Source: an optimization exercise on an open RTL-to-GDS flow (aim: small area and a short achievable clock period). Production flows keep margins and buffers that such runs may drop.
Where RTL was checked, it was by simulation tests only, not by an equivalence proof against the original.
For run 2, only the layout was checked, not whether the RTL still works.
Power is estimated from default activity; no workload was simulated.

==> flow/design.v, too long to show whole: its modules and the start of the top module <==
// module user_logic: 1186 lines
// module fa: 4 lines
// module rdmux8: 6 lines
module user_logic
(
  Bus2IP_Clk,
  Bus2IP_Reset,
  Bus2IP_Data,
  Bus2IP_BE,
  Bus2IP_RdCE,
  Bus2IP_WrCE,
  IP2Bus_Data,
  IP2Bus_RdAck,
  IP2Bus_WrAck,
  IP2Bus_Error
);
  // ...
==> flow/flow/run.sh <==
#!/bin/bash
# The standard layout, with every input and output port buffered by
# sky130_fd_sc_hd__buf_1 (buffer_ports' -buffer_cell) instead of the cell
# buffer_ports picks by itself, and the buffers ABC put in at synthesis
# removed at floorplan (REMOVE_ABC_BUFFERS) so repair_design re-buffers only
# where needed. Everything else is the standard flow.
set -euo pipefail
bash standard.sh "BUFFER_PORTS_ARGS=-buffer_cell sky130_fd_sc_hd__buf_1" REMOVE_ABC_BUFFERS=1 finish > standard.log 2>&1
==> flow/standard.sh <==
#!/bin/bash
# synth_recipe.tcl (not shown) runs the flow's synth.tcl, then flattens the netlist and writes it again
# the make line also repeats each setting of config.mk as NAME=value (left out here)
make -C /OpenROAD-flow-scripts/flow DESIGN_CONFIG=/design/flow/config.mk WORK_HOME=/design/flow/orfs CLKGATE_MAP_FILE= SYNTH_SCRIPT=/design/flow/synth_recipe.tcl "${@:-finish}"
==> flow/config.mk <==
export PLATFORM = sky130hd
export DESIGN_NAME = user_logic
export DESIGN_NICKNAME = user_logic
export VERILOG_FILES = /design/flow/design.v
export SDC_FILE = /design/flow/constraint.sdc
export NUM_CORES = 4
export LEC_CHECK = 0
export ABC_AREA = 1
export CAP_MARGIN = 20
export CORE_MARGIN = 2
export CORE_UTILIZATION = 40
export CTS_BUF_LIST = sky130_fd_sc_hd__clkbuf_4 sky130_fd_sc_hd__clkbuf_8
export SETUP_SLACK_MARGIN = 4.3
export SLEW_MARGIN = 20
export SYNTH_HIERARCHICAL = 1
export SYNTH_MINIMUM_KEEP_SIZE = 0
export TNS_END_PERCENT = 5
==> flow/constraint.sdc <==
create_clock -name core_clock -period 8.5 [get_ports {Bus2IP_Clk}]
set_input_delay 1.7000 -clock core_clock [delete_from_list [all_inputs] [get_ports {Bus2IP_Clk}]]
set_output_delay 1.7000 -clock core_clock [all_outputs]
set_load 0.01 [all_outputs]
==> flow_summary_export.csv, run 1 <==
group,metric,value,unit
detailed_routing,drc,0,
clock_tree,cts_tree,"yes",
global_route,grt_util_met2,38.8,%
cells_and_area,inverters,102,
floorplan,die_area,40400,um^2
setup_path,crit_path_end_kind,"output pin",
synth,synth_ff_type,"dfxtp_1",
power,power_frac_clock,29.1,%
status,status,"no timing/DRC/antenna violations",
global_route,use_met1,31.4,%
synth,syn_area_per_cell,9.46,um^2
synth,netlist_area,15500,um^2
detailed_routing,met1Wirelength,19600,um
cells_and_area,buffer_area_share,6.15,%
timing,maxSlewViolCount,0,
timing,skew,0.0269,ns
power,total_leakage_power,8.72,nW
clock_tree,clock_sinks,158,
detailed_routing,wl_met2,23300,um
cells_and_area,seq_area,3180,um^2
power,seqPwrFrac,43.5,%
cells_and_area,drive_above_1_share,14.1,%
clock_tree,htreeDepth,4,
power,power-top-group,"sequential cells",
cells_and_area,multi_input_area_share,67.2,%
timing,slew_headroom,26.9,%
floorplan,taps,518,
global_route,grt_pass1_wl,75200,um
cells_and_area,num-clock-buffers,19,
setup_path,rr_startpoint,"slv_reg1[30]$_SDFFE_PP0P_",
timing,period_minus_slack,4.40,ns
clock_tree,clock_latency,0.50,ns
cells_and_area,final_common_cell,"xor2_1",
run,max_cap_violations,0,
detailed_routing,drt_wl_total,50200,um
clock_tree,clk_pin_slew,0.09,ns
detailed_routing,wl_per_cell,23.0,um
setup_path,timing.rr.end,"t20_0$_DFF_P_",
power,vdd_drop_max,91.4,uV
clock_tree,cts_setup_buffers,7,
global_route,grtUsageMet3,4.77,%
floorplan,core.rowCount,72,
timing,hold_viol,0,
timing,setup_violations,0,
==> run 2, diff against run 1 <==
--- a/flow/design.v
+++ b/flow/design.v
@@ -820,56 +820,86 @@
   wire log4_4 = c2 & s3;
   wire lop4 = c2 ^ s3;
   wire log5_5 = s7 & 1'b0;
   wire lop5 = s7 ^ 1'b0;
   wire log6_6 = c8 & s11;
   wire lop6 = c8 ^ s11;
   wire log7_7 = s17 & 1'b0;
   wire lop7 = s17 ^ 1'b0;
+  wire log8_8 = c18 & s23;
+  wire lop8 = c18 ^ s23;
+  wire log9_9 = s31 & 1'b0;
+  wire lop9 = s31 ^ 1'b0;
+  wire log10_10 = c32 & s39;
+  wire lop10 = c32 ^ s39;
+  wire log11_11 = s49 & 1'b0;
+  wire lop11 = s49 ^ 1'b0;
   wire log1_0 = log1_1 | (lop1 & log0_0);
   wire loP1_0 = lop1 & lop0;
   wire log2_0 = log2_2 | (lop2 & log1_0);
   wire loP2_0 = lop2 & loP1_0;
   wire log3_0 = log3_3 | (lop3 & log2_0);
   wire loP3_0 = lop3 & loP2_0;
+  wire log5_4 = log5_5 | (lop5 & log4_4);
+  wire loP5_4 = lop5 & lop4;
+  wire log6_4 = log6_6 | (lop6 & log5_4);
+  wire loP6_4 = lop6 & loP5_4;
+  wire log7_4 = log7_7 | (lop7 & log6_4);
+  wire loP7_4 = lop7 & loP6_4;
+  wire log9_8 = log9_9 | (lop9 & log8_8);
+  wire loP9_8 = lop9 & lop8;
+  wire log10_8 = log10_10 | (lop10 & log9_8);
+  wire loP10_8 = lop10 & loP9_8;
+  wire log11_8 = log11_11 | (lop11 & log10_8);
+  wire loP11_8 = lop11 & loP10_8;
+  wire log7_0 = log7_4 | (loP7_4 & log3_0);
+  wire loP7_0 = loP7_4 & loP3_0;
+  wire log11_0 = log11_8 | (loP11_8 & log7_0);
+  wire loP11_0 = loP11_8 & loP7_0;
   wire log4_0 = log4_4 | (lop4 & log3_0);
   wire loP4_0 = lop4 & loP3_0;
-  wire log5_0 = log5_5 | (lop5 & log4_0);
-  wire loP5_0 = lop5 & loP4_0;
-  wire log6_0 = log6_6 | (lop6 & log5_0);
-  wire loP6_0 = lop6 & loP5_0;
-  wire log7_0 = log7_7 | (lop7 & log6_0);
-  wire loP7_0 = lop7 & loP6_0;
+  wire log5_0 = log5_4 | (loP5_4 & log3_0);
+  wire loP5_0 = loP5_4 & loP3_0;
+  wire log6_0 = log6_4 | (loP6_4 & log3_0);
+  wire loP6_0 = loP6_4 & loP3_0;
+  wire log8_0 = log8_8 | (lop8 & log7_0);
+  wire loP8_0 = lop8 & loP7_0;
+  wire log9_0 = log9_8 | (loP9_8 & log7_0);
+  wire loP9_0 = loP9_8 & loP7_0;
+  wire log10_0 = log10_8 | (loP10_8 & log7_0);
+  wire loP10_0 = loP10_8 & loP7_0;
   wire lsum0 = lop0;
   wire lsum1 = lop1 ^ log0_0;
   wire lsum2 = lop2 ^ log1_0;
   wire lsum3 = lop3 ^ log2_0;
   wire lsum4 = lop4 ^ log3_0;
   wire lsum5 = lop5 ^ log4_0;
   wire lsum6 = lop6 ^ log5_0;
   wire lsum7 = lop7 ^ log6_0;
-  wire lcout = log7_0;
+  wire lsum8 = lop8 ^ log7_0;
+  wire lsum9 = lop9 ^ log8_0;
+  wire lsum10 = lop10 ^ log9_0;
+  wire lsum11 = lop11 ^ log10_0;
+  wire lcout = log11_0;
   reg t0_0;
   reg t1_0;
   reg t2_0;
   reg t3_0;
   reg t4_0;
   reg t5_0;
   reg t6_0;
   reg t7_0;
   reg t8_0;
-  reg t8_1;
-  reg t8_2;
   reg t9_0;
   reg t10_0;
-  reg t10_1;
   reg t11_0;
   reg t12_0;
   reg t12_1;
+  reg t12_2;
   reg t13_0;
   reg t14_0;
   reg t14_1;
   reg t15_0;
   reg t16_0;
   reg t16_1;
   reg t17_0;
   reg t17_1;
@@ -912,25 +942,23 @@
     t0_0 <= lsum0;
     t1_0 <= lsum1;
     t2_0 <= lsum2;
     t3_0 <= lsum3;
     t4_0 <= lsum4;
     t5_0 <= lsum5;
     t6_0 <= lsum6;
     t7_0 <= lsum7;
-    t8_0 <= c18;
-    t8_1 <= s23;
-    t8_2 <= lcout;
-    t9_0 <= s31;
-    t10_0 <= c32;
-    t10_1 <= s39;
-    t11_0 <= s49;
+    t8_0 <= lsum8;
+    t9_0 <= lsum9;
+    t10_0 <= lsum10;
+    t11_0 <= lsum11;
     t12_0 <= c50;
     t12_1 <= s59;
+    t12_2 <= lcout;
     t13_0 <= s71;
     t14_0 <= c72;
     t14_1 <= s83;
     t15_0 <= s97;
     t16_0 <= c98;
     t16_1 <= s111;
     t17_0 <= s123;
     t17_1 <= s125;
@@ -966,17 +994,17 @@
     t30_0 <= s393;
     t30_1 <= c370;
     t30_2 <= s395;
     t31_0 <= s408;
     t31_1 <= c396;
     t31_2 <= s409;
   end
   wire s410, c411;
-  fa us410 (.a(t8_0), .b(t8_1), .c(t8_2), .s(s410), .co(c411));
+  fa us410 (.a(t12_0), .b(t12_1), .c(t12_2), .s(s410), .co(c411));
   wire s412, c413;
   fa us412 (.a(t17_0), .b(t17_1), .c(t17_2), .s(s412), .co(c413));
   wire s414, c415;
   fa us414 (.a(t19_0), .b(t19_1), .c(t19_2), .s(s414), .co(c415));
   wire s416, c417;
   fa us416 (.a(t21_0), .b(t21_1), .c(t21_2), .s(s416), .co(c417));
   wire s418, c419;
   fa us418 (.a(t22_0), .b(t22_1), .c(t22_2), .s(s418), .co(c419));
@@ -1009,28 +1037,28 @@
   wire adg4_4 = t4_0 & 1'b0;
   wire adp4 = t4_0 ^ 1'b0;
   wire adg5_5 = t5_0 & 1'b0;
   wire adp5 = t5_0 ^ 1'b0;
   wire adg6_6 = t6_0 & 1'b0;
   wire adp6 = t6_0 ^ 1'b0;
   wire adg7_7 = t7_0 & 1'b0;
   wire adp7 = t7_0 ^ 1'b0;
-  wire adg8_8 = s410 & 1'b0;
-  wire adp8 = s410 ^ 1'b0;
-  wire adg9_9 = t9_0 & c411;
-  wire adp9 = t9_0 ^ c411;
-  wire adg10_10 = t10_0 & t10_1;
-  wire adp10 = t10_0 ^ t10_1;
+  wire adg8_8 = t8_0 & 1'b0;
+  wire adp8 = t8_0 ^ 1'b0;
+  wire adg9_9 = t9_0 & 1'b0;
+  wire adp9 = t9_0 ^ 1'b0;
+  wire adg10_10 = t10_0 & 1'b0;
+  wire adp10 = t10_0 ^ 1'b0;
   wire adg11_11 = t11_0 & 1'b0;
   wire adp11 = t11_0 ^ 1'b0;
-  wire adg12_12 = t12_0 & t12_1;
-  wire adp12 = t12_0 ^ t12_1;
-  wire adg13_13 = t13_0 & 1'b0;
-  wire adp13 = t13_0 ^ 1'b0;
+  wire adg12_12 = s410 & 1'b0;
+  wire adp12 = s410 ^ 1'b0;
+  wire adg13_13 = t13_0 & c411;
+  wire adp13 = t13_0 ^ c411;
   wire adg14_14 = t14_0 & t14_1;
   wire adp14 = t14_0 ^ t14_1;
   wire adg15_15 = t15_0 & 1'b0;
   wire adp15 = t15_0 ^ 1'b0;
   wire adg16_16 = t16_0 & t16_1;
   wire adp16 = t16_0 ^ t16_1;
   wire adg17_17 = s412 & 1'b0;
   wire adp17 = s412 ^ 1'b0;
==> flow/flow/run.sh (replaced) <==
#!/bin/bash
# The standard layout, with every input and output port buffered by
# sky130_fd_sc_hd__buf_2 (buffer_ports' -buffer_cell) instead of the cell
# buffer_ports picks by itself, and the buffers ABC put in at synthesis
# removed at floorplan (REMOVE_ABC_BUFFERS) so repair_design re-buffers only
# where needed. Everything else is the standard flow.
set -euo pipefail
bash standard.sh "BUFFER_PORTS_ARGS=-buffer_cell sky130_fd_sc_hd__buf_2" REMOVE_ABC_BUFFERS=1 finish > standard.log 2>&1
==> run 2 against run 1 <==
Compared with the run above:
- utilization down 1.1 points
- die area rose by 0.27%
- via count is 0.86% higher
- register-to-register slack improved by 0.03 ns
- first-iteration DRC count is 1.0% higher
- clock power about the same
- critical endpoint is now IP2Bus_Data[0]
- highest routed layer unchanged
==> flow_summary_export.csv, run 2 <==
group,metric,value,unit
global_route,overflow,0,
timing,skew,0.0130,ns
detailed_routing,vias_per_cell,5.98,
timing,worst_slew_pin_slew,1.16,ns
detailed_routing,drc,0,
setup_path,startpoint,"Bus2IP_RdCE[0]",
clock_tree,clock_latency,0.52,ns
synth,yosysMostFrequentCell,"xor2_1",
synth,yosysTopAreaCell,"fa_1",
detailed_routing,drt_wl_total,50400,um
setup_path,cp_cell_sequence,"buf_16, nor2_4, nand3_2, nand3_1, buf_2",
power,p_per_area,122,nW/um^2
setup_path,crit_arrival,2.54,ns
setup_path,rr_startpoint,"slv_reg1[22]$_SDFFE_PP0P_",
detailed_routing,wl_per_cell,23.3,um
clock_tree,cts_root_buffer,"clkbuf_8",
detailed_routing,drtAntennaViolNets,0,
cells_and_area,final_common_cell,"xor2_1",
clock_tree,postCtsHoldBufs,0,
run,max_cap_violations,0,
cells_and_area,fillers,3808,
place,io_buffers,77,
synth,synth_seq_area_share,20.1,%
setup_path,max_stage_delay,0.27,ns
synth,ys_types,34,
cells_and_area,stdcell_area,17000,um^2
timing,fin_tns_setup,0,ns
status,status,"no timing/DRC/antenna violations",
min_path,holdPathStages,0,
cells_and_area,fin_cells,2164,
clock_tree,clk_pin_slew,0.10,ns
clock_tree,cts_made_buffers,17,
synth,netlist_area,15600,um^2
detailed_routing,dr.pass1.iters,6,
timing,rsz0062_at_grt,"yes",
synth,synth_edf_count,0,
place,hpwl,33200,um
setup_path,critPathKind,"in2out",
timing,setup_violations,0,
setup_path,r2r_setup_slack,4.32,ns
place,gp_congestion,0.880,
detailed_routing,vias,12946,
place,dpl_cell_area,16000,um^2
timing,fin_crit_sh,49.9,%
floorplan,core_area,38600,um^2
cells_and_area,seq_area,3140,um^2
synth,syn_area_per_cell,9.48,um^2
clock_tree,cts_tree,"yes",
setup_path,timing.rr.end,"t29_1$_DFF_P_",
setup_path,critical_path.top_delay_family,"simple AND/OR/NAND/NOR gates",
synth,synth_warnings,7,
clock_tree,htreeDepth,4,
detailed_routing,drtIter0Drc,1566,
global_route,grt_pass1_wl,76000,um
setup_path,required,6.80,ns
synth,synth_ff_type,"dfxtp_1",
synth,syn_inst,1640,
synth,synthTopCellsByCount,"261 x xor2_1, 233 x fa_1, 230 x o22ai_1, 156 x dfxtp_1, 135 x nand2_1",
cells_and_area,drive_above_1_share,14.8,%
clock_tree,clockBufferDepth,2,
timing,slew_headroom,22.3,%
setup_path,cp_slowest_cell,"nor2_4",
floorplan,ios,79,
min_path,whs_endpoint,"slv_reg2[30]$_DFF_P_",
timing,hold_viol,0,
cells_and_area,multiInputGateArea,11600,um^2
timing,clock.fmax,0.236,GHz
min_path,hold_path.class,"reg2reg",
cells_and_area,layout.nets,1925,
floorplan,core.rowCount,72,
cells_and_area,fin_util,44.2,%
place,place_inst,2110,
global_route,grt_pass1_vias,13035,
synth,synth-seq-cells,156,
synth,yosys.area.top_type_share,30.0,%
global_route,grt_antenna_before_repair,0,
global_route,grt_use_total,24.3,%
setup_path,crit_path_end_kind,"output pin",
setup_path,cp_max_fo,21,
cells_and_area,top_regs,"slv_reg0: 32 flops, slv_reg1: 32 flops, slv_reg2: 32 flops",
setup_path,worst-path-buf-inv,2,
floorplan,start_util,40.3,%
power,vdd_drop_max,102,uV
timing,period_minus_slack,4.24,ns
global_route,grt_start_max_net_pins,67,
floorplan,die_area,40500,um^2
power,total_leakage_power,8.68,nW
min_path,min_from,"t1_0$_DFF_P_",
timing,maxSlewViolCount,0,
setup_path,r2r.worst_path.cells,10,
synth,synth_area_leaders,"fa_1 30%, dfxtp_1 20%, xor2_1 15%",
cells_and_area,syn_to_final_growth,9.55,%
clock_tree,clock_sinks,156,
setup_path,start_kind,"input port",
floorplan,die_w,201,um
synth,async_flop_share,0,%
floorplan,dieHeight,201,um
cells_and_area,layout_common_cells,"261 x xor2_1, 233 x fa_1, 230 x o22ai_1",
## run 2: metal layers
layer,vias up,global-route usage (%),part of all wire [%]
met5,-,0,0
met4,0,9.16,3.6
met3,129,4.86,9.9
met2,770,37.2,44
met1,6459,34.0,42
li1,5588,-,-
## run 2: timing repair
item | 4_1_cts | 5_1_grt
endpoints found under the hold margin | 0 | 0
endpoints found under the setup margin | 86 | 51
buffers inserted | 5 | 9
pin swaps | 3 | 11
cloned | 1 | 6
gates resized for setup | 48 | 40
## run 2: cell type report
| cell class | count | area share, % |
|---|---|---|
| clock buffer | 17 | 1.37 |
| multi-input combinational | 1251 | 68.1 |
| inverter | 95 | 2.20 |
| timing repair buffer | 110 | 4.93 |
| tap | 518 | 3.80 |
| timing repair inverter | 1 | 0.0441 |
| sequential | 156 | 18.4 |
| antenna | 1 | 0.0147 |
| clock inverter | 15 | 1.06 |
## run 2: per-module statistics from Yosys (local to each module, per instance)
| module | times used | flops+latches | cells | area (um^2) |
|---|---|---|---|---|
| fa | 225 | 0 | 1 | 20.0 |
| rdmux8 | 4 | 0 | 39 | 224 |
| user_logic | 1 | 156 | 1259 | 10200 |
## run 2: kinds of logic after synthesis
group	after synthesis	synth area share, %
buffers and inverters	237	6.70
AND/OR/NAND/NOR	370	10.9
AO/OA/AOI/OAI	347	14.9
multiplexers	14	1.13
XOR/XNOR	266	15.0
other	1	0.0241
flip-flops	156	20.1
adder cells (fa/ha/maj)	249	31.3
## run 2: how the worst max path moves through the flow
stage	to	slack (ns)	cells past startpoint
floorplan	t27_1$_DFF_P_	3.51	8
global placement	t27_1$_DFF_P_	3.36	9
detailed placement	t27_1$_DFF_P_	3.26	9
CTS	IP2Bus_Data[10]	4.21	5
global route	t29_1$_DFF_P_	4.22	10
finish	IP2Bus_Data[0]	4.26	5
## run 2: worst register-to-register path, cell delays in order, from the launching register on
cell	delay (ns)
dfxtp_1	0.37
buf_12	0.25
nand2_1	0.23
mux2_4	0.42
o22ai_1	0.17
xor2_1	0.22
fa_1	0.52
fa_1	0.49
fa_1	0.48
fa_1	0.52
fa_1	0.40
## run 2: where the power goes
part           total, mW  switching (mW)  internal [mW]
Sequential         0.898          0.0587          0.839
Combinational      0.564           0.356          0.208
Clock              0.610           0.338          0.272
Total               2.07           0.752           1.32
## run 2: per-stage QoR
step                hold slack, ns  power (mW)  setup WS, ns
floorplan                    0.310        1.24          3.51
finish                       0.332        2.07          4.26
global route                 0.332        2.19          4.22
detailed placement           0.312        1.45          3.26
global placement             0.310        1.44          3.36
CTS                          0.333        2.06          4.21

separate check: timing with driven ports:
How much do the figures lean on ideal ports? The routed layouts below were timed once more, with nothing changed but the port constraints. Step 1: set_driving_cell puts a clkbuf_16 on Bus2IP_Clk and a buf_2 on each other input, an assumption about the parent block. Step 2 times the ports against the registers' clock, not the clock port: input delays grow and output delays shrink by t, the midpoint of the rising clock arrivals with the driver on. Three values: no drivers, after step 1, after step 2; two values: the first two.
| run | t, ns | slack for setup (ns) | slew at the worst register clock pin (ns) |
|---|---|---|---|
| run 1 | 0.536 | 4.103 / 4.064 / 4.064 | 0.10 / 0.10 |
| run 2 | 0.568 | 4.261 / 4.045 / 4.045 | 0.10 / 0.10 |
After both steps every run listed still meets setup and hold. The setup slack of run 2, which loses most, moves by -0.216 ns with the drivers and by -0.216 ns with both steps.
